This is an optimization exercise on Yosys and OpenROAD, whose aim is small area, a short achievable clock period and few clock cycles per item, not a production implementation.
At most, simulation tests tie the RTL to the original design; equivalence was not proved.
For runs 1 and 6 to 8, only the layout was checked, not whether the RTL still works.
Power and IR drop assume default switching activity.

===== flow/config.mk =====
export PLATFORM = sky130hd
export DESIGN_NAME = axi_stream_insert_header
export DESIGN_NICKNAME = axi_stream_insert_header
export VERILOG_FILES = /design/flow/design.v
export SDC_FILE = /design/flow/constraint.sdc
export NUM_CORES = 4
export LEC_CHECK = 0
export CAP_MARGIN = 20
export CORE_AREA = 5 5 195 195
export DIE_AREA = 0 0 200 200
export SETUP_SLACK_MARGIN = 1.0
export SLEW_MARGIN = 20

===== flow/design.v =====
`timescale 1ns / 1ps
module axi_stream_insert_header#(
		parameter 					DATA_WD=128,
		parameter 					DATA_BYTE_WD=DATA_WD/8,
		parameter 					BYTE_CNT_WD=$clog2(DATA_BYTE_WD)
    )(
		input clk,
		input rst_n,
		input 						valid_in,
		input [DATA_WD-1:0] 		data_in,
		input [DATA_BYTE_WD-1:0] 	keep_in,
		input 						las_in,
		output 						ready_in,
		output						valid_out,
		output [DATA_WD-1:0] 		data_out,
		output [DATA_BYTE_WD-1:0] 	keep_out,
		output						last_out,
		input						ready_out,
		input 						valid_insert,
		input [DATA_WD-1:0]			data_insert,
		input [DATA_BYTE_WD-1:0]	keep_insert,
		input [BYTE_CNT_WD:0]		byte_insert_cnt,
		output						ready_insert
	);
	reg							body;		 
	reg							tail;		 
	reg [DATA_WD-1:0]			prev;		 
	reg [BYTE_CNT_WD-1:0]		t;			 
	reg [BYTE_CNT_WD-1:0]		tn;			 
	wire split		=	las_in & keep_in[~t];
	wire in_go		=	body & valid_in & ready_out;
	wire pkt_end	=	ready_out & (tail | (body & valid_in & las_in & ~split));
	assign valid_out	=	tail | (body & valid_in);
	assign ready_in		=	ready_out & (tail | (body & ~split));
	assign ready_insert	=	~(body | tail) | pkt_end;
	assign last_out		=	tail | (las_in & ~split);
	wire [2*DATA_WD-1:0]		s0	=	{prev, data_in};
	wire [2*DATA_WD-1:0]		s1	=	({s0[2*DATA_WD-65:0], 64'b0} & {2*DATA_WD{t[3]}}) | (s0 & {2*DATA_WD{tn[3]}});
	wire [2*DATA_WD-1:0]		s2	=	({s1[2*DATA_WD-33:0], 32'b0} & {2*DATA_WD{t[2]}}) | (s1 & {2*DATA_WD{tn[2]}});
	wire [2*DATA_WD-1:0]		s3	=	({s2[2*DATA_WD-17:0], 16'b0} & {2*DATA_WD{t[1]}}) | (s2 & {2*DATA_WD{tn[1]}});
	wire [2*DATA_WD-1:0]		s4	=	({s3[2*DATA_WD-9:0],   8'b0} & {2*DATA_WD{t[0]}}) | (s3 & {2*DATA_WD{tn[0]}});
	assign data_out		=	s4[2*DATA_WD-1:DATA_WD];
	wire [2*DATA_BYTE_WD-1:0]	k0	=	tail ? {keep_in, {DATA_BYTE_WD{1'b0}}} : {{DATA_BYTE_WD{1'b1}}, keep_in};
	wire [2*DATA_BYTE_WD-1:0]	k1	=	({k0[2*DATA_BYTE_WD-9:0], 8'b0} & {2*DATA_BYTE_WD{t[3]}}) | (k0 & {2*DATA_BYTE_WD{tn[3]}});
	wire [2*DATA_BYTE_WD-1:0]	k2	=	({k1[2*DATA_BYTE_WD-5:0], 4'b0} & {2*DATA_BYTE_WD{t[2]}}) | (k1 & {2*DATA_BYTE_WD{tn[2]}});
	wire [2*DATA_BYTE_WD-1:0]	k3	=	({k2[2*DATA_BYTE_WD-3:0], 2'b0} & {2*DATA_BYTE_WD{t[1]}}) | (k2 & {2*DATA_BYTE_WD{tn[1]}});
	wire [2*DATA_BYTE_WD-1:0]	k4	=	({k3[2*DATA_BYTE_WD-2:0], 1'b0} & {2*DATA_BYTE_WD{t[0]}}) | (k3 & {2*DATA_BYTE_WD{tn[0]}});
	assign keep_out		=	k4[2*DATA_BYTE_WD-1:DATA_BYTE_WD];
	wire hdr_go		=	valid_insert & ready_insert;
	always @(posedge clk) begin
		if (!rst_n) begin
			body	<= 1'b0;
			tail	<= 1'b0;
		end
		else if (hdr_go) begin
			body	<= 1'b1;
			tail	<= 1'b0;
		end
		else if (pkt_end) begin
			body	<= 1'b0;
			tail	<= 1'b0;
		end
		else if (in_go & split) begin
			body	<= 1'b0;
			tail	<= 1'b1;
		end
	end
	always @(posedge clk) begin
		if (hdr_go) begin
			prev	<= data_insert;
			t		<= DATA_BYTE_WD - byte_insert_cnt;
			tn		<= byte_insert_cnt - 1'b1;
		end
		else if (in_go)
			prev	<= data_in;
	end
endmodule

===== flow/constraint.sdc =====
create_clock -name core_clock -period 5.5 [get_ports {clk}]
set_input_delay 1.1000 -clock core_clock [delete_from_list [all_inputs] [get_ports {clk}]]
set_output_delay 1.1000 -clock core_clock [all_outputs]
set_load 0.01 [all_outputs]

===== flow/standard.sh =====
#!/bin/bash
# synth_recipe.tcl (not shown) runs the flow's synth.tcl, then flattens the netlist and writes it again
# the make line also repeats each setting of config.mk as NAME=value (left out here)
make -C /OpenROAD-flow-scripts/flow DESIGN_CONFIG=/design/flow/config.mk WORK_HOME=/design/flow/orfs CLKGATE_MAP_FILE= SYNTH_SCRIPT=/design/flow/synth_recipe.tcl "${@:-finish}"

===== flow/flow/run.sh =====
#!/bin/bash
# Standard layout, with the port buffers made of the smallest buffer cell
# (the timing repair may still resize them).
set -euo pipefail
export BUFFER_PORTS_ARGS="-buffer_cell sky130_fd_sc_hd__buf_1"
bash standard.sh > standard.log 2>&1

==> results.txt, run 1 <==
RR Startpoint t[1]; pwr dens 296 nW/um^2; Syn Inst Count roughly 1.3k; leading register cell type out of synthesis edfxtp_1; Detail Placement HPWL 45900 um; gp weighted congestion 0.913; max-cap check violation count 0; GRT overflow 0; IO Pins 447; setup_tns 0 ps; Core Region 35600 um^2; drt wl/cell 29.4 um; Worst path max stage delay 590 ps; dpl cells 2027; share of async-settable or async-resettable flops after synthesis 0; first drt pass iteration count 6; H-Tree Depth 4; fmax 232 MHz; first-pass GRT wire length between 80000 and 90000 um; cell depth of the worst flop-to-flop path 7; cell leakage power 5.62 nW; synthesis-to-finish area growth 18.6%; Std-Cell Rows 69; final setup fails 0; Setup Skew 15.7 ps; Tcrit/Tclk final 0.784; fin worst setup slack 1190 ps; clk sinks 138; vias per inst 6.36; clock root buffer clkbuf_16; worst skew pair latency between 400 and 500 ps; Hold Path Depth 2; HP Class flip-flop to flip-flop; Final Hold Viols 0; Slew @ Worst Pin 1070 ps; pre-CTS setup slack 1410 ps; maximum fanout along the worst path 116; die extent in y 200 um; initial antenna violation count 1; Post-synth EDFFs 136; final cell count without fillers around 2.1k; sequential area share after synthesis 0.324; vias in the first global route about 12k; synthesized area per cell 10.0 um^2; worst setup path class flip-flop to output port; status timing/DRC/antenna clean; Seq cells post-synth between 100 and 150; RSZ-0062 raised after global routing false; CTS tree built; hold_sp body; slack of the worst reg-to-reg path 1790 ps; Die Width 200 um; Worst Path Required between 4000 and 5000 ps; syn nets ~1.6k; yosys warns 1; CP Capture Type output port; critical-path cell list buf_12, a22o_1, a22oi_1, o21ai_0, a22o_1, buf_1; CTS clk-pin slew, worst paths 70 ps; Unique masters post-synth 51; DRC viols 0; Initial Utilization 0.358; cts hold-fix bufs 0; DRT antenna net count 0; largest net degree at the start of global routing 151; gr usage total 0.286; worst hold endpoint body; relative slew slack 0.289; initial drt markers between 1.5k and 2k; CTS buffer count 17; Max Root-Sink Buffers 2; via count around 13k; n_diodes 0; share of layout cells above drive strength 1 0.116; crit start category flip-flop; worst vdd ir 0.226 mV; Final Max Tran Viols 0; WL final between 60000 and 70000 um; crit path time final 4310 ps; R2R Path End prev[95]; Cell Area, Synth 12700 um^2; most used cell, CP a22o_1; Slowest cell on crit path o21ai_0; die area roughly 40000 um^2; CP arrival 3210 ps; Layout Nets 1889; IO Port Bufs 429
[stage by stage]
stage                      util  hold slack (ps)  cell area [um^2]  power (mW)
after global routing      0.425              691             15100        4.64
after CTS                 0.424              674             15100        4.44
after detailed placement  0.409              664             14500        3.33
final                     0.425              675             15100        4.47
after floorplan               -              628             12700        2.59
after global placement    0.409              655             14500        3.32
[sequential cells by signal, indices dropped and copies added (netlist names)]
| register | flops |
|---|---|
| body | 1 |
| tail | 1 |
| t | 4 |
| prev | 128 |
| tn | 4 |
[Yosys cell counts (2+ instances only)]
cell	instances	area [um^2]
dfxtp_1	2	40.0
a21o_1	4	30.0
inv_1	12	45.0
xnor2_1	2	17.5
o2bb2ai_1	36	315
and3_1	2	12.5
a22oi_1	110	826
a21oi_1	29	145
a221o_1	3	30.0
nand2_1	78	293
buf_6	10	113
a221oi_1	2	17.5
nor2b_1	2	12.5
ha_1	2	25.0
mux2_2	41	462
edfxtp_1	136	4080
mux2i_1	8	80.1
nand3b_1	2	15.0
o32a_1	3	30.0
mux2_4	80	1200
o21ai_0	73	365
buf_2	18	90.1
a2bb2oi_1	7	61.3
a22o_1	373	3270
nor3_1	3	15.0
a211oi_1	2	15.0
buf_1	26	97.6
o21bai_1	3	22.5
mux2_1	7	78.8
o22ai_1	40	250
nor2_1	32	120
clkbuf_1	106	398
[where the power goes]
group	leakage [nW]	internal, mW	switching, mW
Combinational	4.02	0.754	1.25
Sequential	1.33	1.30	0.0493
Clock	0.265	0.618	0.494
Total	5.62	2.67	1.80
[how the worst max path moves through the flow]
stage / start / end / slack (ps) / cells after the start
floorplan: keep_in[12] / prev[0] / 1330 / 7
global placement: tn[3] / data_out[125] / 1390 / 6
detailed placement: tn[3] / data_out[125] / 1410 / 6
CTS: tn[3] / data_out[125] / 1070 / 6
global route: t[3] / data_out[76] / 1150 / 6
finish: t[3] / data_out[76] / 1190 / 6
[placed cells by master, fill, tap and decap left out, drive strengths merged, types with 4 or more instances in the layout]
master     n
buf      457
mux2     128
a22oi    110
o21ai     73
a2bb2oi    7
mux2i      8
o2bb2ai   36
a21oi     29
nor2      32
a21o       4
o22ai     40
clkinv     9
clkbuf    20
inv       13
a22o     373
edfxtp   136
nand2     78
[what timing repair did]
| action | 4_1_cts | 5_1_grt |
|---|---|---|
| setup buffers | 1 | 2 |
| cloned | 0 | 0 |
| endpoints found under the setup margin | 12 | 2 |
| gates resized for setup | 0 | 0 |
[worst max-delay path, delay by kind of cell (launching register included)]
kind                   cells  cell delay, ps
buffers and inverters      2             690
flip-flops                 1             560
AO/OA/AOI/OAI              4            1380
[layer usage]
layer / wire length (um) / track usage
met5: 0 / 0
met4: 1030 / 0.0591
met2: 27000 / 0.438
met1: 26400 / 0.408
met3: 6280 / 0.0760
[cells by family (layout without fill, tap and decap cells)]
group           after synthesis  after routing  synth area share
fa+ha+maj                     2              2           0.00196
compound gates              697            697             0.431
xor+xnor                      3              3           0.00206
mux                         136            136             0.143
flops                       138            138             0.324
simple gates                124            124            0.0391
buf+inv                     173            501            0.0589
[cell type report]
| cell class | count | area, um^2 |
|---|---|---|
| Fill cell | 3604 | 20500 |
| Inverter | 12 | 45.0 |
| Timing Repair Buffer | 457 | 1950 |
| Tap cell | 461 | 577 |
| Clock inverter | 12 | 101 |
| Sequential cell | 138 | 4120 |
| Multi-Input combinational cell | 962 | 7880 |
| Clock buffer | 20 | 437 |
==> inputs of run 2 (changes only) <==
==> flow/design.v (replaced) <==
`timescale 1ns / 1ps
module axi_stream_insert_header#(
		parameter 					DATA_WD=128,
		parameter 					DATA_BYTE_WD=DATA_WD/8,
		parameter 					BYTE_CNT_WD=$clog2(DATA_BYTE_WD)
    )(
		input clk,
		input rst_n,
		input 						valid_in,
		input [DATA_WD-1:0] 		data_in,
		input [DATA_BYTE_WD-1:0] 	keep_in,
		input 						las_in,
		output 						ready_in,
		output						valid_out,
		output [DATA_WD-1:0] 		data_out,
		output [DATA_BYTE_WD-1:0] 	keep_out,
		output						last_out,
		input						ready_out,
		input 						valid_insert,
		input [DATA_WD-1:0]			data_insert,
		input [DATA_BYTE_WD-1:0]	keep_insert,
		input [BYTE_CNT_WD:0]		byte_insert_cnt,
		output						ready_insert
	);
	localparam W  = 2*DATA_WD;			 
	localparam KW = 2*DATA_BYTE_WD;		 
	reg							body;		 
	reg							tail;		 
	reg [DATA_WD-1:0]			prev;		 
	reg [3:0]					sa;			 
	reg [3:0]					sb;			 
	wire [BYTE_CNT_WD-1:0]		t_new	=	DATA_BYTE_WD - byte_insert_cnt;
	wire [3:0]					kg;
	genvar gi;
	generate for (gi = 0; gi < 4; gi = gi + 1) begin : g_kg
		assign kg[gi] = (sa[0] & keep_in[15-gi]) | (sa[1] & keep_in[11-gi])
					  | (sa[2] & keep_in[7-gi])  | (sa[3] & keep_in[3-gi]);
	end endgenerate
	wire split		=	las_in & |(sb & kg);
	wire in_go		=	body & valid_in & ready_out;
	wire pkt_end	=	ready_out & (tail | (body & valid_in & las_in & ~split));
	assign valid_out	=	tail | (body & valid_in);
	assign ready_in		=	ready_out & (tail | (body & ~split));
	assign ready_insert	=	~(body | tail) | pkt_end;
	assign last_out		=	tail | (las_in & ~split);
	wire [W-1:0]				d0	=	{prev, data_in};
	wire [W-1:0]				d1	=	(d0 & {W{sa[0]}}) | ({d0[W-33:0], 32'b0} & {W{sa[1]}})
									  | ({d0[W-65:0], 64'b0} & {W{sa[2]}}) | ({d0[W-97:0], 96'b0} & {W{sa[3]}});
	wire [W-1:0]				d2	=	(d1 & {W{sb[0]}}) | ({d1[W-9:0], 8'b0} & {W{sb[1]}})
									  | ({d1[W-17:0], 16'b0} & {W{sb[2]}}) | ({d1[W-25:0], 24'b0} & {W{sb[3]}});
	assign data_out		=	d2[W-1:DATA_WD];
	wire [KW-1:0]				k0	=	{keep_in | {DATA_BYTE_WD{~tail}}, keep_in & {DATA_BYTE_WD{~tail}}};
	wire [KW-1:0]				k1	=	(k0 & {KW{sa[0]}}) | ({k0[KW-5:0], 4'b0} & {KW{sa[1]}})
									  | ({k0[KW-9:0], 8'b0} & {KW{sa[2]}}) | ({k0[KW-13:0], 12'b0} & {KW{sa[3]}});
	wire [KW-1:0]				k2	=	(k1 & {KW{sb[0]}}) | ({k1[KW-2:0], 1'b0} & {KW{sb[1]}})
									  | ({k1[KW-3:0], 2'b0} & {KW{sb[2]}}) | ({k1[KW-4:0], 3'b0} & {KW{sb[3]}});
	assign keep_out		=	k2[KW-1:DATA_BYTE_WD];
	wire hdr_go		=	valid_insert & ready_insert;
	always @(posedge clk) begin
		if (!rst_n) begin
			body	<= 1'b0;
			tail	<= 1'b0;
		end
		else if (hdr_go) begin
			body	<= 1'b1;
			tail	<= 1'b0;
		end
		else if (pkt_end) begin
			body	<= 1'b0;
			tail	<= 1'b0;
		end
		else if (in_go & split) begin
			body	<= 1'b0;
			tail	<= 1'b1;
		end
	end
	wire take_hdr	=	~body | (las_in & ~split);
	always @(posedge clk) begin
		if (hdr_go | in_go)
			prev	<= take_hdr ? data_insert : data_in;
		if (hdr_go) begin
			sa		<= 4'b0001 << t_new[3:2];
			sb		<= 4'b0001 << t_new[1:0];
		end
	end
endmodule
==> run 2 against run 1 <==
Critical path depth rose by 1. Sequential share of layout area down 0.43 points. Total power rose by 3.0%. Core utilization up 0.68 points. Die area unchanged. Worst hold slack better by 69 ps. Global-route usage is 0.070 points lower. Sequential cell count is the same. Critical endpoint is now data_out[114]. Register-to-register slack better by 460 ps. Maximum frequency grew 4.2%. Clock power up 4%. Still clean. Wire length fell by 1.8%. Highest routed layer unchanged.
==> results.txt, run 2 <==
status timing/DRC/antenna clean; Final Hold Viols 0; utilization after layout 0.432; Slew @ Worst Pin approximately 1100 ps; Adder-Cell Fraction of Synth Area 0.000963; worst skew pair latency about 460 ps; switching part of the total 0.413; H-Tree Depth 4; largest net degree at the start of global routing 146; WL final 59600 um; fill cell count 3592; Layout Nets 2038; pwr dens 300 nW/um^2; RSZ-0062 raised after global routing false; vias in the first global route roughly 13k; cell leakage power 5.74 nW; first-pass GRT wire length about 85000 um; slack of the worst reg-to-reg path 2250 ps; cts hold-fix bufs 0; vias per inst 6.35; most frequent cells after synthesis a22oi_1, nand2_1, edfxtp_1; relative slew slack 0.286; initial drt markers 1821; Seq cells post-synth 138; Final Max Tran Viols 0; fin worst setup slack roughly 1400 ps; drt wl/cell 27.0 um; pre-CTS setup slack roughly 1900 ps; share of async-settable or async-resettable flops after synthesis 0; synthesized area per cell 9.12 um^2; post_cts resized 0; NetSw approximately 1.9 mW; Clk pwr share 0.250; number of flip-flops under the largest register name about 130; Unique masters post-synth 40; Initial Utilization 0.365; HP Class flip-flop to flip-flop; die area 40000 um^2; clock root buffer clkbuf_16; DRC viols 0; Detail Placement HPWL around 46000 um; post-synth top area share 0.344; Tcrit/Tclk final 0.753; worst setup path class flip-flop to output port; yosys warns 1; n_diodes 0; mux contribution to synthesized area 0.146; simple-gate portion of the synthesized area 0.0997; Die Width 200 um; gr usage total 0.285; leading register cell type out of synthesis edfxtp_1; IO Port Bufs roughly 430; DRT antenna net count 0; Setup Skew 10.6 ps; power share of the combinational group 0.444; largest family of logic cells by synthesized area compound AO/OA/AOI/OAI gates; Biggest register prev; xor and xnor fraction of the mapped netlist area 0.000674; max-cap check violation count 0; synth top area cells a22oi_1, edfxtp_1, mux2_4, nand2_1, clkbuf_1; final setup fails 0; Cell Area, Synth 13000 um^2; Syn Inst Count 1425; IO Pins 447; fmax 242 MHz; CTS clk-pin slew, worst paths approximately 60 ps; Worst path max stage delay between 600 and 700 ps; Core Region 35600 um^2; die extent in y 200 um; crit start category flip-flop; Max Root-Sink Buffers 2; Slowest cell on crit path edfxtp_1; commonest non-fill, non-tap cell in the layout a22oi_1; Compound-Gate Fraction of Synth Area 0.379; most frequent cells in the layout a22oi_1, buf_1, nand2_1; CP arrival 3040 ps; synthesis-to-finish area growth 18.1%; syn nets 1725; first drt pass iteration count 6; dpl cells between 2k and 2.5k; Post-synth EDFFs 136; Post-CTS Setup Inserts 0; sequential area share after synthesis 0.317; clk sinks 138; Std-Cell Rows slightly below 70; Flop pwr share 0.305; maximum fanout along the worst path 42; crit path time final 4140 ps; most common cell in the netlist a22oi_1; CP Capture Type output port; worst vdd ir 0.200 mV; Worst Path Required 4400 ps; critical-path cell list buf_4, buf_4, a22oi_1, nand2_1, a22oi_1, nand2_1, buf_1; via count 14.0k; gp weighted congestion 0.902; final cell count without fillers 2211; GRT overflow 0; initial antenna violation count 0; CTS tree built; Int Power 2.70 mW; area leader, netlist a22oi_1; CTS buffer count 17; biggest regs prev (128), sa (4), sb (4); share of layout cells above drive strength 1 0.105; setup_tns 0 ps
run 2: logic make-up (layout without fill, tap and decap cells):
logic type               Yosys count  count (layout)
multiplexers                     129             129
AND/OR/NAND/NOR                  336             336
buffers and inverters            163             488
flip-flops                       138             138
AO/OA/AOI/OAI                    657             657
XOR/XNOR                           1               1
adder cells (fa/ha/maj)            1               1
run 2: routing by layer:
| metal | GRT usage | vias to the layer above | share of wire |
|---|---|---|---|
| li1 | - | 6335 | - |
| met1 | 0.390 | 6723 | 0.41 |
| met2 | 0.448 | 889 | 0.46 |
| met3 | 0.0678 | 84 | 0.10 |
| met4 | 0.0878 | 0 | 0.031 |
| met5 | 0 | - | 0 |
run 2: layout make-up:
type	instances	area (um^2)	area share
timing repair buffer	451	1910	0.124
clock inverter	12	124	0.00807
clock buffer	19	433	0.0282
sequential	138	4120	0.269
tap	461	577	0.0376
multi-input combinational	1124	8170	0.532
inverter	6	22.5	0.00147
run 2: per-stage QoR:
stage	hold WS [ps]	cell area [um^2]	total power, mW
2_1_floorplan	648	13000	2.69
3_3_place_gp	712	14800	3.42
3_5_place_dp	722	14800	3.45
4_1_cts	737	15300	4.59
5_1_grt	805	15400	4.83
6_report	744	15400	4.60
run 2: power groups by stage:
stage	clock, mW	sequential, mW	combinational [mW]
2_1_floorplan	0	1.40	1.29
3_3_place_gp	0	1.42	2.00
3_5_place_dp	0	1.43	2.02
4_1_cts	1.16	1.41	2.03
5_1_grt	1.21	1.42	2.20
6_report	1.15	1.41	2.05
run 2: path summary, 6_finish.rpt:
| kind | from | end | cells after the start |
|---|---|---|---|
| max | sa[2] | data_out[114] | 7 |
| max reg2reg | sa[2] | prev[104] | 7 |
| min | body | body | 3 |
| min reg2reg | body | body | 3 |
run 2: critical path, delay by kind of cell (launching register included):
kind / cells / cell delay, ps
buf+inv: 3 / 1170
simple gates: 2 / 450
compound gates: 2 / 270
flops: 1 / 650
Testbench counts of run 2, summed over its fixed seeds: cycles 24,851, bytes 373,248.
==> inputs of run 3 (changes only) <==
--- a/flow/config.mk
+++ b/flow/config.mk
@@ -10,3 +10,3 @@
 export DIE_AREA = 0 0 200 200
-export SETUP_SLACK_MARGIN = 1.0
+export SETUP_SLACK_MARGIN = 2.0
 export SLEW_MARGIN = 20
==> run 3 against run 2 <==
Core utilization is 1.9 points higher. Highest routed layer unchanged. Global-route usage is 0.27 points higher. Cell area is 4.4% higher. Critical endpoint is now ready_in. Worst hold slack better by 36 ps. Total power is 1.7% higher. First-iteration DRC count is 19% higher. Worst setup slack better by 630 ps. Final cell count is 1.5% higher. Via count is 2.8% higher. Sequential share of layout area is 1.1 points lower.
==> results.txt, run 3 <==
maximum fanout along the worst path 8; vias in the first global route 13.0k; max-cap check violation count 0; Unique masters post-synth 40; worst hold slack ~780 ps; Final Max Tran Viols 0; Cell Area, Synth 13000 um^2; DP Area 14800 um^2; initial antenna violation count 0; switching part of the total 0.418; Die Width ~200 um; synthesis-to-finish area growth 23.4%; post-synth top area share 0.344; Seq cells post-synth 138; yosys warns 1; crit path time final 3510 ps; Clk pwr share 0.231; n_diodes 0; die area 40000 um^2; Syn Inst Count 1425; gp weighted congestion slightly above 0.9; clock root buffer clkbuf_16; clk sinks 138; Worst Path Required between 4000 and 5000 ps; Max Root-Sink Buffers 2; IO Pins between 400 and 500; final instance area 16000 um^2; Tcrit/Tclk final 0.638; Initial Utilization 0.365; share of async-settable or async-resettable flops after synthesis 0; pwr dens 292 nW/um^2; synth top area cells a22oi_1, edfxtp_1, mux2_4, nand2_1, clkbuf_1; Post-synth EDFFs 136; Layout Nets roughly 2.1k; die extent in y 200 um; first-pass GRT wire length between 80000 and 90000 um; gr usage total 0.288; Setup Skew 7.00 ps; Flop pwr share 0.300; DRC viols 0; Int Power 2.72 mW; HP Class flip-flop to flip-flop; Biggest register prev; leading register cell type out of synthesis edfxtp_1; power share of the combinational group 0.469; syn nets 1725; synthesized area per cell 9.12 um^2; CP arrival ~2400 ps; CTS clk-pin slew, worst paths 60 ps; register area 4130 um^2; DRT antenna net count 0; vias per inst 6.43; worst skew pair latency about 450 ps; final setup fails 0; WL final 63200 um; sequential area share after synthesis 0.317; area leader, netlist a22oi_1; via count around 14k; Multi-input gate area 8390 um^2; Core Region 35600 um^2; biggest regs prev (128), sa (4), sb (4); CTS buffer count 17; RSZ-0062 raised after global routing true; NetSw 1.96 mW; Final Hold Viols 0; worst setup path class flip-flop to output port; first drt pass iteration count 9; commonest non-fill, non-tap cell in the layout a22oi_1; IO Port Bufs 429; relative slew slack 0.387; most frequent cells in the layout a22oi_1, buf_1, nand2_1; CTS tree built; fill cell count 3563; drt wl/cell 28.2 um; number of flip-flops under the largest register name around 130; fmax 285 MHz; crit start category flip-flop; initial drt markers 2160; Slew @ Worst Pin 917 ps; H-Tree Depth 4; status timing/DRC/antenna clean; GRT overflow 0; share of layout cells above drive strength 1 0.162; most frequent cells after synthesis a22oi_1, nand2_1, edfxtp_1; cts hold-fix bufs 0; cell leakage power 6.02 nW; most common cell in the netlist a22oi_1; setup_tns 0 ps; worst vdd ir ~0.26 mV; Std-Cell Rows 69; CP Capture Type output port; Detail Placement HPWL 45900 um; largest net degree at the start of global routing 146
run 3: what timing repair did:
action | 4_1_cts | 5_1_grt
gates resized for setup | 40 | 76
setup buffers | 5 | 18
setup endpoints to repair | 147 | 136
gates cloned | 2 | 7
pin swaps | 7 | 21
run 3: area by class of cell:
class | instances | share of cell area
Multi-Input combinational cell | 1124 | 0.524
Clock buffer | 20 | 0.0272
Tap cell | 461 | 0.0360
Clock inverter | 9 | 0.00484
Timing Repair Buffer | 486 | 0.150
Inverter | 6 | 0.00140
Sequential cell | 138 | 0.257
run 3: power by group through the flow:
stage / clock network [mW] / logic (mW) / registers (mW)
after detailed placement: 0 / 2.02 / 1.42
after global routing: 1.13 / 2.34 / 1.42
after global placement: 0 / 2.01 / 1.42
after floorplan: 0 / 1.29 / 1.40
after CTS: 1.09 / 2.07 / 1.40
final: 1.08 / 2.19 / 1.40
run 3: layer usage:
layer	GRT usage	part of all wire	vias to the layer above
met5	0	0	-
met4	0.0845	0.033	0
met3	0.0638	0.098	103
met2	0.455	0.46	937
met1	0.396	0.40	6977
li1	-	-	6407
run 3: kinds of logic (layout without fill, tap and decap cells):
family	Yosys count	after routing	synth area share
adders and majority gates	1	1	0.000962
DFF	138	138	0.317
buffers and inverters	163	521	0.0560
and+or+nand+nor	336	336	0.0997
AOI/OAI and AO/OA	657	657	0.379
xor gates and xnor gates	1	1	0.000674
muxes	129	129	0.146
run 3: critical path, stage by stage (launching register included):
cell and delay (ps):
edfxtp_1 410, buf_4 190, buf_12 150, a22o_1 240, o21a_1 230, a2111o_1 360, a21oi_2 130, o21a_1 120
buf_2 120
run 3: final timing paths:
path,from,endpoint,slack [ps],depth (start not counted)
max,sa[2],ready_in,1990,8
min,body,body,780,3
max reg2reg,sb[0],prev[100],2350,6
min reg2reg,body,body,780,3
run 3: per-stage QoR:
stage	utilization	cells	power, mW	setup slack, ps
6_report	0.451	2244	4.68	1990
3_3_place_gp	0.415	2183	3.43	1840
2_1_floorplan	-	1425	2.69	1820
3_5_place_dp	0.415	2183	3.45	1820
5_1_grt	0.451	2244	4.89	1920
4_1_cts	0.436	2219	4.56	1910
==> inputs of run 4 (changes only) <==
--- a/flow/config.mk
+++ b/flow/config.mk
@@ -7,2 +7,3 @@
 export LEC_CHECK = 0
+export ABC_CLOCK_PERIOD_IN_PS = 700
 export CAP_MARGIN = 20
==> run 4 against run 3 <==
Global-route usage stayed put. Wire length stayed put. Maximum frequency stayed put. Combinational power hardly changed. Worst setup slack stayed put.
==> results.txt, run 4 <==
status timing/DRC/antenna clean; largest net degree at the start of global routing 146; final setup fails 0; gr usage total 0.288; IO Pins 447; crit start category flip-flop; max-cap check violation count 0; Syn Inst Count 1425; sequential area share after synthesis 0.317; Initial Utilization 0.365; CTS buffer count 17; RSZ-0062 raised after global routing true; Worst Path Required between 4000 and 5000 ps; Slowest cell on crit path edfxtp_1; Slew @ Worst Pin between 900 and 1000 ps; DRC viols 0; yosys warns 1; biggest regs prev (128), sa (4), sb (4); Hold Path Depth 3; met3 GRT Util 0.0638; CP arrival between 2000 and 2500 ps; number of flip-flops under the largest register name 128; most common cell in the netlist a22oi_1; worst setup path class flip-flop to output port; CTS clk-pin slew, worst paths 60 ps; cell depth of the worst flop-to-flop path 6; Unique masters post-synth 40; n_diodes 0; Final Max Tran Viols 0; RR Startpoint sb[0]; CTS tree built; leading register cell type out of synthesis edfxtp_1; slack of the worst reg-to-reg path between 2000 and 2500 ps; Core Region 35600 um^2; cell leakage power 6.02 nW; maximum fanout along the worst path 8; pwr dens 292 nW/um^2; most frequent cells after synthesis a22oi_1, nand2_1, edfxtp_1; Seq cells post-synth ~140; GRT overflow 0; setup_tns 0 ps; drt wl/cell 28.2 um; crit path time final 3510 ps; first drt pass iteration count 9; Die Width 200 um; commonest non-fill, non-tap cell in the layout a22oi_1; vias per inst 6.43; Total Power about 4.7 mW; Worst path max stage delay 410 ps; H-Tree Depth 4; vias in the first global route 13.0k; synthesized area per cell 9.12 um^2; relative slew slack 0.387; Biggest register prev; most frequent cells in the layout a22oi_1, buf_1, nand2_1; CP Capture Type output port; crit-path leading delay family compound AO/OA/AOI/OAI gates; initial antenna violation count 0; clk sinks around 140; HP Class flip-flop to flip-flop; worst skew pair latency 450 ps; DP Area 14800 um^2; initial drt markers approximately 2.2k; Layout Nets 2073; gp weighted congestion 0.920; die area 40000 um^2; Setup Skew around 7.0 ps; share of layout cells above drive strength 1 0.162; clock root buffer clkbuf_16; grt met2 use 0.455; synthesis-to-finish area growth 23.4%; WL final roughly 63000 um; worst hold endpoint body; R2R Path End prev[100]; Detail Placement HPWL 45900 um; share of async-settable or async-resettable flops after synthesis 0; Tcrit/Tclk final 0.638; Std-Cell Rows 69; critical-path cell list buf_4, buf_12, a22o_1, o21a_1, a2111o_1, a21oi_2, o21a_1, buf_2; GR peak layer met2; Final Hold Viols 0; via count 14.4k; DRT antenna net count 0; die extent in y 200 um; post-synth top area share 0.344; synth top area cells a22oi_1, edfxtp_1, mux2_4, nand2_1, clkbuf_1; first-pass GRT wire length 85400 um; worst path bufs/invs 3; met1 usage 0.396; hold_sp body; Max Root-Sink Buffers 2; most used cell, CP o21a_1; area leader, netlist a22oi_1; syn nets 1725; fmax approximately 280 MHz; final instance area 16000 um^2; Post-synth EDFFs 136; worst vdd ir 0.260 mV; IO Port Bufs between 400 and 500; Cell Area, Synth 13000 um^2; worst hold slack roughly 780 ps
==> run 4: stage by stage <==
| stage | setup WS (ps) | cells | utilization |
|---|---|---|---|
| after global routing | 1920 | 2244 | 0.451 |
| final | 1990 | 2244 | 0.451 |
| after detailed placement | 1820 | 2183 | 0.415 |
| after floorplan | 1820 | 1425 | - |
| after CTS | 1910 | 2219 | 0.436 |
| after global placement | 1840 | 2183 | 0.415 |
==> run 4: logic make-up after synthesis <==
group                    share of synthesized area
AO/OA/AOI/OAI                                0.379
flip-flops                                   0.317
buffers and inverters                       0.0560
AND/OR/NAND/NOR                             0.0997
multiplexers                                 0.146
XOR/XNOR                                  0.000674
adder cells (fa/ha/maj)                   0.000962
==> run 4: layer usage <==
layer,vias to the layer above,wire (um)
li1,6407,-
met1,6977,25600
met2,937,29300
met3,103,6220
met4,0,2070
met5,-,0
==> run 4: worst reg2reg max path, delay by kind of cell, from the launching register on <==
kind / cells / cell delay (ps)
buffers and inverters: 2 / 570
AO/OA/AOI/OAI: 3 / 1140
multiplexers: 1 / 440
flip-flops: 1 / 760
==> run 4: where the power goes <==
part | internal (mW) | switching [mW]
combinational | 0.793 | 1.40
clock | 0.609 | 0.471
sequential | 1.32 | 0.0840
total | 2.72 | 1.96
==> run 4: cell type report <==
cell class / instances / area, um^2
Inverter: 6 / 22.5
Timing Repair Buffer: 486 / 2400
Clock inverter: 9 / 77.6
Sequential cell: 138 / 4130
Multi-Input combinational cell: 1124 / 8390
Fill cell: 3563 / 19500
Clock buffer: 20 / 437
Tap cell: 461 / 577
==> run 4: worst max path at each step <==
stage | start | slack (ps) | cells after the start | to
2_1_floorplan | valid_insert | 1820 | 2 | prev[0]
3_3_place_gp | keep_in[9] | 1840 | 7 | prev[100]
3_5_place_dp | keep_in[13] | 1820 | 7 | prev[100]
4_1_cts | sa[1] | 1910 | 6 | data_out[109]
5_1_grt | sa[3] | 1920 | 8 | keep_out[8]
6_report | sa[2] | 1990 | 8 | ready_in
==> run 4: timing repair <==
action                                  in CTS  in global routing
gates resized for setup                     40                 76
pin swaps                                    7                 21
cloned                                       2                  7
buffers inserted                             5                 18
endpoints found under the setup margin     147                136
hold buffers                                 0                  0
==> inputs of run 5 (changes only) <==
--- a/flow/config.mk
+++ b/flow/config.mk
@@ -7,5 +7,6 @@
 export LEC_CHECK = 0
-export ABC_CLOCK_PERIOD_IN_PS = 700
 export CAP_MARGIN = 20
 export CORE_AREA = 5 5 195 195
+export CTS_CLUSTER_DIAMETER = 200
+export CTS_CLUSTER_SIZE = 40
 export DIE_AREA = 0 0 200 200
==> run 5 against run 4 <==
Still clean on timing, DRC and antenna. Final cell count stayed put. Core utilization did not move. Worst setup slack is the same. Count of clock-buffer cells in the layout did not move. Wire length is the same. First-iteration DRC count unchanged. Global-route usage stayed put. Die area did not move. Clock skew is the same. Largest cell class unchanged. Highest routed layer unchanged.
==> results.txt, run 5 <==
Initial Utilization 0.365; crit start category flip-flop; die extent in y about 200 um; most frequent cells in the layout a22oi_1, buf_1, nand2_1; syn nets 1725; relative slew slack 0.387; Final Hold Viols 0; Unique masters post-synth 40; fmax ~280 MHz; H-Tree Depth 4; clock root buffer clkbuf_16; worst vdd ir 0.260 mV; Hold Path Depth 3; initial antenna violation count 0; commonest non-fill, non-tap cell in the layout a22oi_1; IO Port Bufs 429; synthesized area per cell 9.12 um^2; Syn Inst Count 1425; DRT antenna net count 0; GRT overflow 0; CP Capture Type output port; max-cap check violation count 0; CTS buffer count 17; worst hold endpoint body; CP arrival approximately 2400 ps; R2R Path End prev[100]; die area 40000 um^2; Setup Skew 7.00 ps; maximum fanout along the worst path 8; Die Width approximately 200 um; Tcrit/Tclk final 0.638; most common cell in the netlist a22oi_1; Final Max Tran Viols 0; Cell Area, Synth 13000 um^2; synth top area cells a22oi_1, edfxtp_1, mux2_4, nand2_1, clkbuf_1; NetSw 1.96 mW; worst skew pair latency 450 ps; cell leakage power 6.02 nW; via count 14.4k; share of layout cells above drive strength 1 0.162; Int Power 2.72 mW; share of async-settable or async-resettable flops after synthesis 0; biggest regs prev (128), sa (4), sb (4); gr usage total 0.288; status timing/DRC/antenna clean; Layout Nets 2073; Max Root-Sink Buffers 2; Core Region between 30000 and 40000 um^2; area leader, netlist a22oi_1; final setup fails 0; post-synth top area share 0.344; vias in the first global route 13.0k; hold_sp body; Flop pwr share 0.300; WL final 63200 um; synthesis-to-finish area growth 23.4%; Worst Path Required 4400 ps; initial drt markers 2160; fin worst setup slack approximately 2000 ps; Biggest register prev; Std-Cell Rows 69; setup_tns 0 ps; crit path time final 3510 ps; first-pass GRT wire length ~85000 um; Seq cells post-synth around 140; n_diodes 0; IO Pins 447; vias per inst around 6.4; yosys warns 1; DRC viols 0; RR Startpoint sb[0]; drt wl/cell 28.2 um; Clk pwr share 0.231; Post-synth EDFFs 136; worst setup path class flip-flop to output port; CTS clk-pin slew, worst paths approximately 60 ps; first drt pass iteration count 9; cell depth of the worst flop-to-flop path 6; sequential area share after synthesis 0.317; switching part of the total 0.418; HP Class flip-flop to flip-flop; slack of the worst reg-to-reg path around 2400 ps; most frequent cells after synthesis a22oi_1, nand2_1, edfxtp_1; clk sinks 138; power share of the combinational group 0.469; CTS tree built; largest net degree at the start of global routing 146; RSZ-0062 raised after global routing true; Slew @ Worst Pin 917 ps; gp weighted congestion a little over 0.9; pre-CTS setup slack ~1800 ps; number of flip-flops under the largest register name 128; leading register cell type out of synthesis edfxtp_1; Detail Placement HPWL 45900 um; pwr dens 292 nW/um^2
## run 5: cell counts after synthesis
Identical to the previous run, type by type.
## run 5: through the flow
stage	cells	hold WS, ps	power (mW)	util	instance area (um^2)
floorplan	1425	648	2.69	-	13000
global placement	2183	722	3.43	0.415	14800
detailed placement	2183	754	3.45	0.415	14800
CTS	2219	770	4.56	0.436	15500
global route	2244	838	4.89	0.451	16000
finish	2244	780	4.68	0.451	16000
## run 5: cells by family (layout without fill, tap and decap cells)
| family | Yosys count | count (layout) | share of synthesized area |
|---|---|---|---|
| adders and majority gates | 1 | 1 | 0.000962 |
| AOI/OAI and AO/OA | 657 | 657 | 0.379 |
| muxes | 129 | 129 | 0.146 |
| and+or+nand+nor | 336 | 336 | 0.0997 |
| buffers and inverters | 163 | 521 | 0.0560 |
| DFF | 138 | 138 | 0.317 |
| xor gates and xnor gates | 1 | 1 | 0.000674 |
## run 5: how the worst max path moves through the flow
| stage | slack (ps) | cells past startpoint | startpoint | endpoint |
|---|---|---|---|---|
| 4_1_cts | 1910 | 6 | sa[1] | data_out[109] |
| 6_report | 1990 | 8 | sa[2] | ready_in |
| 3_3_place_gp | 1840 | 7 | keep_in[9] | prev[100] |
| 2_1_floorplan | 1820 | 2 | valid_insert | prev[0] |
| 3_5_place_dp | 1820 | 7 | keep_in[13] | prev[100] |
| 5_1_grt | 1920 | 8 | sa[3] | keep_out[8] |
## run 5: area by class of cell
type	instances	area [um^2]
multi-input cells	1124	8390
clock inverters	9	77.6
repair buffers	486	2400
well taps	461	577
fillers	3563	19500
inverters	6	22.5
flip-flops and latches	138	4130
clock buffers	20	437
## run 5: what timing repair did
action / in CTS / in global routing
hold buffers: 0 / 0
endpoints found under the setup margin: 147 / 136
gates resized for setup: 40 / 76
setup buffers: 5 / 18
gates cloned: 2 / 7
pin swaps: 7 / 21
## run 5: power groups by stage
stage          Sequential [mW]  Combinational (mW)  Clock [mW]
3_5_place_dp              1.42                2.02           0
6_report                  1.40                2.19        1.08
2_1_floorplan             1.40                1.29           0
3_3_place_gp              1.42                2.01           0
5_1_grt                   1.42                2.34        1.13
4_1_cts                   1.40                2.07        1.09
## run 5: worst max-delay path, stage by stage (launching register included)
cell	delay (ps)
edfxtp_1	410
buf_4	190
buf_12	150
a22o_1	240
o21a_1	230
a2111o_1	360
a21oi_2	130
o21a_1	120
buf_2	120
## run 5: routing by layer
metal,wire [um],global-route usage
met3,6220,0.0638
met2,29300,0.455
met4,2070,0.0845
met1,25600,0.396
met5,0,0
==> inputs of run 6 (changes only) <==
--- a/flow/design.v
+++ b/flow/design.v
@@ -77,5 +77,6 @@
 	wire take_hdr	=	~body | (las_in & ~split);
+	wire take_dat	=	body & valid_in & (~las_in | split);
 	always @(posedge clk) begin
 		if (hdr_go | in_go)
-			prev	<= take_hdr ? data_insert : data_in;
+			prev	<= (data_insert & {DATA_WD{take_hdr}}) | (data_in & {DATA_WD{take_dat}});
 		if (hdr_go) begin
--- a/flow/config.mk
+++ b/flow/config.mk
@@ -9,4 +9,2 @@
 export CORE_AREA = 5 5 195 195
-export CTS_CLUSTER_DIAMETER = 200
-export CTS_CLUSTER_SIZE = 40
 export DIE_AREA = 0 0 200 200
==> run 6 against run 5 <==
Worst hold slack worse by 29 ps. Register-to-register slack improved by 30 ps. Via count grew 11%. Critical endpoint is now ready_insert. Largest cell class unchanged.
==> results.txt, run 6 <==
clock root buffer clkbuf_16; CP Capture Type output port; worst skew pair latency between 400 and 500 ps; max-cap check violation count 0; Post-synth EDFFs 136; gr usage total 0.327; leading register cell type out of synthesis edfxtp_1; crit path time final 3650 ps; Setup Skew about 8.1 ps; Final Hold Viols 0; CTS clk-pin slew, worst paths 70 ps; Initial Utilization 0.355; maximum fanout along the worst path 4; Core Region approximately 36000 um^2; via count 16.0k; status timing/DRC/antenna clean; vias in the first global route around 14k; Worst Path Required between 4000 and 5000 ps; DRC viols 0; gp weighted congestion 0.964; Worst path max stage delay between 300 and 400 ps; Unique masters post-synth 44; Tcrit/Tclk final 0.663; die area ~40000 um^2; DRT antenna net count 0; pwr dens between 300 and 400 nW/um^2; setup_tns 0 ps; Layout Nets 2104; yosys warns 1; initial drt markers 3073; final cell count without fillers 2280; synth top area cells a22oi_1, edfxtp_1, a32o_1, nand2_1, clkbuf_1; Max Root-Sink Buffers 2; worst vdd ir 0.331 mV; Cell Area, Synth 12600 um^2; CTS tree built; area leader, netlist a22oi_1; first drt pass iteration count 7; Hold Path Depth 2; die extent in y 200 um; dpl cells 2183; synthesized area per cell about 8.7 um^2; most used cell, CP buf_6; relative slew slack 0.270; most common cell in the netlist a22oi_1; crit start category input pin; initial antenna violation count 3; GRT overflow 0; drt wl/cell 31.9 um; worst setup path class input pin to output port; number of flip-flops under the largest register name 128; critical-path cell list buf_6, a22oi_2, a21boi_2, a2111oi_4, buf_6, buf_6, nand4_1, nand2_1, buf_2; fmax 274 MHz; share of async-settable or async-resettable flops after synthesis 0; synthesis-to-finish area growth 28.6%; largest net degree at the start of global routing 129; commonest non-fill, non-tap cell in the layout a22oi_1; IO Pins 447; vias per inst 7.03; H-Tree Depth 4; first-pass GRT wire length 96500 um; cell leakage power 5.71 nW; cts hold-fix bufs 0; final setup fails 0; Biggest register prev; RSZ-0062 raised after global routing true; CTS buffer count 17; Final Max Tran Viols 0; biggest regs prev (128), sa (4), sb (4); cell depth of the worst flop-to-flop path 12; Die Width 200 um; WL final 72800 um; Std-Cell Rows 69; Seq cells post-synth about 140; HP Class flip-flop to flip-flop; Syn Inst Count 1456; most frequent cells after synthesis a22oi_1, nand2_1, edfxtp_1; Slew @ Worst Pin about 1100 ps; syn nets 1756; post-synth top area share 0.343; most frequent cells in the layout a22oi_1, buf_1, nand2_1; share of layout cells above drive strength 1 0.169; CP arrival 2550 ps; clk sinks 138; IO Port Bufs about 430; sequential area share after synthesis 0.327; Detail Placement HPWL 49400 um; Slowest cell on crit path a2111oi_4; worst hold slack 750 ps
## run 6: cell types whose count changed in the layout (fill, tap and decap cells not counted), moves of 9 or more
cell / before / now
nand2_1: 276 / 215
a22oi_2: 17 / 45
a32o_1: 0 / 128
a22oi_1: 581 / 535
nand2_2: 38 / 108
mux2_4: 120 / 0
buf_6: 6 / 15
buf_1: 421 / 410
buf_4: 28 / 52
## run 6: path summary, 6_finish.rpt
kind,start,end,slack (ps)
worst max-delay path,keep_in[10],ready_insert,1850
worst min-delay path,tail,body,750
worst max register to register,sa[3],prev[98],2380
worst min register to register,tail,body,750
## run 6: kinds of logic after synthesis
logic type | Yosys count | synth area share
flops | 138 | 0.327
fa+ha+maj | 1 | 0.000991
compound gates | 772 | 0.488
mux | 3 | 0.00248
buf+inv | 191 | 0.0733
xor+xnor | 1 | 0.000694
simple gates | 350 | 0.107
## run 6: routing by layer
| layer | GRT usage | part of all wire |
|---|---|---|
| met2 | 0.522 | 0.45 |
| met3 | 0.0707 | 0.12 |
| met1 | 0.431 | 0.38 |
| met5 | 0 | 0.00023 |
| met4 | 0.138 | 0.054 |
## run 6: per-stage QoR
step,worst slack (ps),power [mW],util,area (um^2)
4_1_cts,1900,4.79,0.435,15500
3_5_place_dp,1420,3.41,0.399,14200
6_report,1850,5.02,0.456,16200
5_1_grt,1810,5.18,0.456,16200
3_3_place_gp,1450,3.39,0.399,14200
2_1_floorplan,1810,2.62,-,12600
## run 6: cell type report
| type | count | area [um^2] |
|---|---|---|
| multi-input cells | 1129 | 8160 |
| inverters | 5 | 18.8 |
| clock buffers | 19 | 433 |
| well taps | 461 | 577 |
| flip-flops and latches | 138 | 4130 |
| repair buffers | 513 | 2710 |
| diodes | 2 | 5.00 |
| fillers | 3513 | 19300 |
| clock inverters | 13 | 193 |
## run 6: where the power goes
part / internal (mW) / switching, mW / total (mW)
sequential: 1.32 / 0.0946 / 1.42
clock: 0.764 / 0.514 / 1.28
combinational: 0.758 / 1.57 / 2.32
## run 6: what timing repair did
action / in CTS / in global routing
pin swaps: 21 / 26
gates resized for setup: 61 / 172
setup buffers: 37 / 15
setup endpoints to repair: 163 / 142
cloned: 5 / 5
## run 6: critical path: cells and delay by family
| family | cells | cell delay [ps] |
|---|---|---|
| and+or+nand+nor | 2 | 240 |
| AOI/OAI and AO/OA | 3 | 680 |
| buffers and inverters | 4 | 530 |
==> inputs of run 7 (changes only) <==
--- a/flow/config.mk
+++ b/flow/config.mk
@@ -9,2 +9,3 @@
 export CORE_AREA = 5 5 195 195
+export CTS_BUF_LIST = sky130_fd_sc_hd__clkbuf_4 sky130_fd_sc_hd__clkbuf_8
 export DIE_AREA = 0 0 200 200
==> run 7 against run 6 <==
Sequential share of layout area shrank 1.5 points. Wire length grew 9.2%. Largest cell class unchanged. Non-clock buffer count grew 20. Critical endpoint unchanged. First-iteration DRC count grew 8.1%. Via count grew 4.3%. Combinational power grew 11%. Sequential cell count is the same. Clock power shrank 23%.
==> results.txt, run 7 <==
status timing/DRC/antenna clean; Layout Nets 2124; most used cell, CP buf_6; crit-path leading delay family compound AO/OA/AOI/OAI gates; share of layout cells above drive strength 1 0.268; HP Class flip-flop to flip-flop; Tcrit/Tclk final 0.668; IO Pins 447; sequential area share after synthesis 0.327; Worst Path Required 4400 ps; Cell Area, Synth roughly 13000 um^2; Post-synth EDFFs 136; Compound-Gate Fraction of Synth Area 0.488; CP arrival 2580 ps; Final Hold Viols 0; yosys warns 1; DRC viols 0; Adder-Cell Fraction of Synth Area 0.000992; maximum fanout along the worst path 4; hold_sp tail; first drt pass iteration count 8; Seq cells post-synth 138; mux contribution to synthesized area 0.00248; gp weighted congestion 0.964; GRT overflow 0; first-pass GRT wire length 98900 um; clock root buffer clkbuf_8; worst hold slack 769 ps; cts hold-fix bufs 0; final setup fails 0; gr usage total 0.336; Slew @ Worst Pin 1090 ps; Biggest register prev; worst vdd ir 0.279 mV; die extent in y 200 um; via count 16.7k; Max Root-Sink Buffers 2; Worst path max stage delay 350 ps; max-cap check violation count 0; Setup Skew 12.4 ps; RR Startpoint sa[1]; simple-gate portion of the synthesized area 0.107; cell leakage power 5.94 nW; worst skew pair latency 480 ps; synthesized area per cell roughly 8.7 um^2; post-synth top area share 0.343; crit path time final 3680 ps; Slowest cell on crit path a2111oi_4; syn nets about 1.8k; share of async-settable or async-resettable flops after synthesis 0; synth top area cells a22oi_1, edfxtp_1, a32o_1, nand2_1, clkbuf_1; initial antenna violation count 1; H-Tree Depth 4; drt wl/cell between 30 and 40 um; critical-path cell list buf_6, a22oi_2, a21boi_2, a2111oi_4, buf_6, buf_6, nand4_1, nand2_1, buf_2; WL final 79500 um; relative slew slack 0.270; most common cell in the netlist a22oi_1; CP Capture Type output port; most frequent cells in the layout a22oi_1, buf_1, nand2_1; area leader, netlist a22oi_1; vias per inst 7.27; DRT antenna net count 0; biggest regs prev (128), sa (4), sb (4); worst setup path class input pin to output port; leading register cell type out of synthesis edfxtp_1; clk sinks 138; crit start category input pin; CTS clk-pin slew, worst paths 90 ps; vias in the first global route 14.2k; fmax 272 MHz; Detail Placement HPWL 49400 um; Die Width ~200 um; setup_tns 0 ps; Std-Cell Rows 69; IO Port Bufs 429; Initial Utilization 0.355; worst path bufs/invs 4; Core Region 35600 um^2; die area approximately 40000 um^2; RSZ-0062 raised after global routing true; Final Max Tran Viols 0; CP Launch Point keep_in[13]; commonest non-fill, non-tap cell in the layout a22oi_1; CTS tree built; dpl cells about 2.2k; xor and xnor fraction of the mapped netlist area 0.000694; initial drt markers 3321; number of flip-flops under the largest register name about 130; largest family of logic cells by synthesized area compound AO/OA/AOI/OAI gates; CTS buffer count 17; most frequent cells after synthesis a22oi_1, nand2_1, edfxtp_1; Unique masters post-synth 44; largest net degree at the start of global routing approximately 130; final cell count without fillers 2299; Syn Inst Count 1456; synthesis-to-finish area growth 36.6%; pwr dens 290 nW/um^2
-- run 7: timing repair --
action                                  in CTS  in global routing
pin swaps                                   41                 77
setup buffers                               40                 13
resized for setup                          159                260
cloned                                      10                 19
endpoints found under the setup margin     168                144
-- run 7: final cells by class --
cell class / instances / area, um^2
diodes: 1 / 2.50
clock buffers: 19 / 249
clock inverters: 13 / 193
fillers: 3450 / 18300
inverters: 5 / 22.5
multi-input cells: 1129 / 8880
flip-flops and latches: 138 / 4130
well taps: 461 / 577
repair buffers: 533 / 3180
-- run 7: where the power goes --
| part | total, mW | switching, mW | internal, mW |
|---|---|---|---|
| Clock | 0.991 | 0.482 | 0.509 |
| Combinational | 2.57 | 1.70 | 0.867 |
| Sequential | 1.44 | 0.112 | 1.32 |
-- run 7: worst reg2reg max path, stage by stage (launching register included) --
cell and delay (ps):
edfxtp_1 450, buf_6 160, buf_16 130, a22oi_2 210, a21boi_2 110, buf_4 150, a2111o_1 400, buf_4 180
o21ai_4 360, buf_16 260, buf_12 210, a32o_1 270
-- run 7: through the flow --
stage / utilization / power, mW / setup slack [ps] / instance area, um^2
after floorplan: - / 2.62 / 1810 / 12600
after global placement: 0.399 / 3.39 / 1450 / 14200
after detailed placement: 0.399 / 3.41 / 1420 / 14200
after CTS: 0.442 / 4.59 / 1900 / 15700
after global routing: 0.484 / 5.12 / 1750 / 17200
final: 0.484 / 5.00 / 1820 / 17200
-- run 7: cell families (layout without fill, tap and decap cells) --
logic type      Yosys count  in the layout
mux                       3              3
fa+ha+maj                 1              1
xor+xnor                  1              1
flops                   138            138
compound gates          772            772
simple gates            350            352
other cells               0              1
buf+inv                 191            570
-- run 7: path summary, 6_finish.rpt --
| kind | endpoint | slack [ps] | depth (start not counted) |
|---|---|---|---|
| setup reg to reg | prev[98] | 2450 | 11 |
| hold reg to reg | body | 770 | 2 |
| setup / recovery | ready_insert | 1820 | 9 |
| hold / removal | body | 770 | 2 |
-- run 7: metal layers --
metal,GRT usage,part of all wire,up-vias,wire length (um)
li1,-,-,6784,-
met1,0.443,0.36,8005,28800
met2,0.534,0.44,1599,34600
met3,0.0707,0.13,320,10300
met4,0.150,0.073,0,5830
met5,0,0,-,0
==> inputs of run 8 (changes only) <==
--- a/flow/design.v
+++ b/flow/design.v
@@ -29,4 +29,4 @@
 	reg [DATA_WD-1:0]			prev;		 
-	reg [3:0]					sa;			 
-	reg [3:0]					sb;			 
+	reg [3:0]					sa, sa2;	 
+	reg [3:0]					sb, sb2;	 
 	wire [BYTE_CNT_WD-1:0]		t_new	=	DATA_BYTE_WD - byte_insert_cnt;
@@ -46,6 +46,14 @@
 	wire [W-1:0]				d0	=	{prev, data_in};
-	wire [W-1:0]				d1	=	(d0 & {W{sa[0]}}) | ({d0[W-33:0], 32'b0} & {W{sa[1]}})
-									  | ({d0[W-65:0], 64'b0} & {W{sa[2]}}) | ({d0[W-97:0], 96'b0} & {W{sa[3]}});
-	wire [W-1:0]				d2	=	(d1 & {W{sb[0]}}) | ({d1[W-9:0], 8'b0} & {W{sb[1]}})
-									  | ({d1[W-17:0], 16'b0} & {W{sb[2]}}) | ({d1[W-25:0], 24'b0} & {W{sb[3]}});
+	wire [W-1:0]				sa0	=	{{76{sa[0]}}, {W-76{sa2[0]}}};
+	wire [W-1:0]				sa1	=	{{76{sa[1]}}, {W-76{sa2[1]}}};
+	wire [W-1:0]				sa2_=	{{76{sa[2]}}, {W-76{sa2[2]}}};
+	wire [W-1:0]				sa3	=	{{76{sa[3]}}, {W-76{sa2[3]}}};
+	wire [W-1:0]				sb0	=	{{64{sb[0]}}, {W-64{sb2[0]}}};
+	wire [W-1:0]				sb1	=	{{64{sb[1]}}, {W-64{sb2[1]}}};
+	wire [W-1:0]				sb2_=	{{64{sb[2]}}, {W-64{sb2[2]}}};
+	wire [W-1:0]				sb3	=	{{64{sb[3]}}, {W-64{sb2[3]}}};
+	wire [W-1:0]				d1	=	(d0 & sa0) | ({d0[W-33:0], 32'b0} & sa1)
+									  | ({d0[W-65:0], 64'b0} & sa2_) | ({d0[W-97:0], 96'b0} & sa3);
+	wire [W-1:0]				d2	=	(d1 & sb0) | ({d1[W-9:0], 8'b0} & sb1)
+									  | ({d1[W-17:0], 16'b0} & sb2_) | ({d1[W-25:0], 24'b0} & sb3);
 	assign data_out		=	d2[W-1:DATA_WD];
@@ -77,6 +85,5 @@
 	wire take_hdr	=	~body | (las_in & ~split);
-	wire take_dat	=	body & valid_in & (~las_in | split);
 	always @(posedge clk) begin
 		if (hdr_go | in_go)
-			prev	<= (data_insert & {DATA_WD{take_hdr}}) | (data_in & {DATA_WD{take_dat}});
+			prev	<= take_hdr ? data_insert : data_in;
 		if (hdr_go) begin
@@ -86,2 +93,12 @@
 	end
+	always @(posedge clk) begin
+		if (!rst_n) begin
+			sa2		<= 4'b0000;
+			sb2		<= 4'b0000;
+		end
+		else if (hdr_go) begin
+			sa2		<= 4'b0001 << t_new[3:2];
+			sb2		<= 4'b0001 << t_new[1:0];
+		end
+	end
 endmodule
--- a/flow/config.mk
+++ b/flow/config.mk
@@ -9,5 +9,4 @@
 export CORE_AREA = 5 5 195 195
-export CTS_BUF_LIST = sky130_fd_sc_hd__clkbuf_4 sky130_fd_sc_hd__clkbuf_8
 export DIE_AREA = 0 0 200 200
-export SETUP_SLACK_MARGIN = 2.0
+export SETUP_SLACK_MARGIN = 1.0
 export SLEW_MARGIN = 20
==> run 8 against run 7 <==
Clock skew increased by 1.9 ps. Critical path type is now flip-flop to output port. Via count fell by 10%. First-iteration DRC count shrank 15%. Largest power group unchanged. Non-clock buffer count fell by 79. Worst setup slack got worse by 530 ps. Largest cell class unchanged. Highest routed layer unchanged. Sequential cell count increased by 8. Still clean.
==> results.txt, run 8 <==
Initial Utilization 0.374; met3 wire length roughly 7600 um; Biggest register prev; CTS clk-pin slew, worst paths around 60 ps; crit start category flip-flop; gr usage total 0.320; Tcrit/Tclk final 0.765; CP arrival 3110 ps; maximum fanout along the worst path 76; final setup fails 0; Worst Path Required 4400 ps; clock root buffer clkbuf_16; worst setup path class flip-flop to output port; wire length on met1 29000 um; Adder-Cell Fraction of Synth Area 0; leading register cell type out of synthesis edfxtp_1; area leader, netlist a22oi_1; vias per inst 6.65; pwr dens ~290 nW/um^2; Syn Inst Count 1468; GRT overflow 0; commonest non-fill, non-tap cell in the layout a22oi_1; initial drt markers 2812; R2R Path End prev[102]; clk sinks 146; Cell Area, Synth 13300 um^2; die extent in y 200 um; IO Port Bufs 429; dpl cells approximately 2.2k; yosys warns 1; IO Pins about 450; RSZ-0062 raised after global routing false; CTS tree built; largest net degree at the start of global routing 129; initial antenna violation count 1; CP Capture Type output port; first-pass GRT wire length 94100 um; Unique masters post-synth 48; Max Root-Sink Buffers 2; worst hold endpoint body; Final Max Tran Viols 0; Post-synth EDFFs 136; met2 WL 29600 um; cell depth of the worst flop-to-flop path 7; Core Region 35600 um^2; hold_sp body; gp weighted congestion 0.984; Seq cells post-synth 146; register area 4290 um^2; most common cell in the netlist a22oi_1; status timing/DRC/antenna clean; final cell count without fillers 2257; top sig layer met4; synth top area cells a22oi_1, edfxtp_1, mux2_4, nand2_1, clkbuf_1; Final Hold Viols 0; worst skew pair latency 450 ps; Layout Nets about 2.1k; first drt pass iteration count 7; mux contribution to synthesized area 0.139; cts hold-fix bufs 0; drt wl/cell 30.3 um; via count 15.0k; number of flip-flops under the largest register name 128; Detail Placement HPWL 53100 um; sequential area share after synthesis 0.322; synthesis-to-finish area growth 17.8%; max-cap check violation count 0; Post-CTS Setup Inserts 0; synthesized area per cell 9.07 um^2; most frequent cells in the layout a22oi_1, buf_1, nand2_1; Hold Path Depth 2; crit path time final 4210 ps; share of async-settable or async-resettable flops after synthesis 0; Die Width 200 um; Multi-input gate area 8320 um^2; RR Startpoint sa[3]; largest family of logic cells by synthesized area compound AO/OA/AOI/OAI gates; cell leakage power roughly 5.9 nW; fmax 238 MHz; HP Class flip-flop to flip-flop; WL final 68400 um; most frequent cells after synthesis a22oi_1, nand2_1, edfxtp_1; H-Tree Depth 4; worst hold slack 552 ps; Std-Cell Rows 69; simple-gate portion of the synthesized area 0.105; CTS buffer count 17; worst vdd ir roughly 0.20 mV; fill cell count 3682; slack of the worst reg-to-reg path about 1800 ps; share of layout cells above drive strength 1 0.0975; syn nets 1767; xor and xnor fraction of the mapped netlist area 0.000658; DRT antenna net count 0; vias in the first global route ~14k; post-synth top area share 0.336; die area about 40000 um^2; Slew @ Worst Pin 1020 ps; post_cts resized 0; Compound-Gate Fraction of Synth Area 0.378; DRC viols 0; relative slew slack 0.318; Setup Skew between 10 and 15 ps
==> run 8: cell count changes after synthesis, moves of 7 or more <==
cell      previous run  this run
a32o_1             128         1
mux2_4               0       109
a22oi_1            576       596
mux2_1               0        19
buf_6               26        14
clkbuf_1           131       123
dfxtp_1              2        10
nand2_1            323       315
o21ai_1              1         9
a21oi_1              9        16
==> run 8: worst max-delay path by stage <==
stage                   endpoint         from
floorplan                prev[0]    ready_out
global placement       prev[102]  keep_in[10]
detailed placement     prev[102]  keep_in[10]
CTS                 data_out[74]        sa[2]
global route        data_out[74]        sa[2]
finish              data_out[56]        sa[1]
==> run 8: cell type report <==
type | instances | share of cell area
tap | 461 | 0.0368
timing repair buffer | 454 | 0.118
clock inverter | 15 | 0.0120
multi-input combinational | 1154 | 0.530
antenna | 1 | 0.000160
inverter | 9 | 0.00215
sequential | 146 | 0.274
clock buffer | 17 | 0.0271
==> run 8: per-layer routing <==
| metal | vias up | global-route usage |
|---|---|---|
| li1 | 6517 | - |
| met1 | 7313 | 0.475 |
| met2 | 1067 | 0.465 |
| met3 | 102 | 0.0634 |
| met4 | 0 | 0.109 |
| met5 | - | 0 |
==> run 8: kinds of logic (layout without fill, tap and decap cells) <==
family,after synthesis,count (layout)
AND/OR/NAND/NOR,356,356
flip-flops,146,146
AO/OA/AOI/OAI,669,669
other,0,1
buffers and inverters,168,495
XOR/XNOR,1,1
multiplexers,128,128
==> run 8: critical path, cell delays in order (launching register included) <==
cell	delay, ps
edfxtp_1	740
buf_4	770
a22oi_1	150
nand2_1	380
a22oi_1	190
nand2_1	160
buf_1	170
==> run 8: where the power goes <==
group	switching, mW	leakage [nW]	internal [mW]
clock network	0.514	0.302	0.756
logic	1.17	4.24	0.581
registers	0.148	1.40	1.37
total	1.83	5.94	2.70
==> run 8: metrics by stage <==
stage | util | power [mW] | TNS [ps] | worst slack [ps] | area [um^2]
after floorplan | - | 2.54 | -298360 | -2330 | 13300
after global placement | 0.424 | 3.22 | 0 | 1520 | 15100
after detailed placement | 0.424 | 3.24 | 0 | 1470 | 15100
after CTS | 0.441 | 4.48 | 0 | 1410 | 15700
after global routing | 0.441 | 4.69 | 0 | 1200 | 15700
final | 0.441 | 4.53 | 0 | 1290 | 15700

==> afterwards: timing with drivers on the ports <==
The flow's constraints put no driver on any port. The routed layouts listed below were extracted and timed again, unchanged, in two steps. Step 1, drivers: a clkbuf_16 drives clk and a buf_2 each remaining input, both assumed. Step 2 adds t to the input delays and takes it off the output delays; t is the mean of the earliest and latest rising clock arrival at the registers after step 1. Input paths then give back, and output paths get back, about the clock's delay inside the block. Slacks: no drivers / after step 1 / after step 2; pairs: no drivers / after step 1.
run | shift t [ns] | setup WS [ns] | clock arrival spread, ns
run 1 | 0.503 | 1.186 / 1.129 / 1.523 | 0.016 / 0.016
run 2 | 0.508 | 1.361 / 1.307 / 1.814 | 0.015 / 0.015
run 3 | 0.504 | 1.990 / 1.934 / 1.744 | 0.007 / 0.007
run 4 | 0.504 | 1.990 / 1.934 / 1.744 | 0.007 / 0.007
run 5 | 0.504 | 1.990 / 1.934 / 1.744 | 0.007 / 0.007
run 6 | 0.492 | 1.851 / 1.804 / 1.804 | 0.012 / 0.013
run 7 | 0.524 | 1.825 / 1.789 / 1.789 | 0.019 / 0.019
run 8 | 0.490 | 1.293 / 1.246 / 1.455 | 0.015 / 0.014
After both steps setup and hold are still met in every run listed.
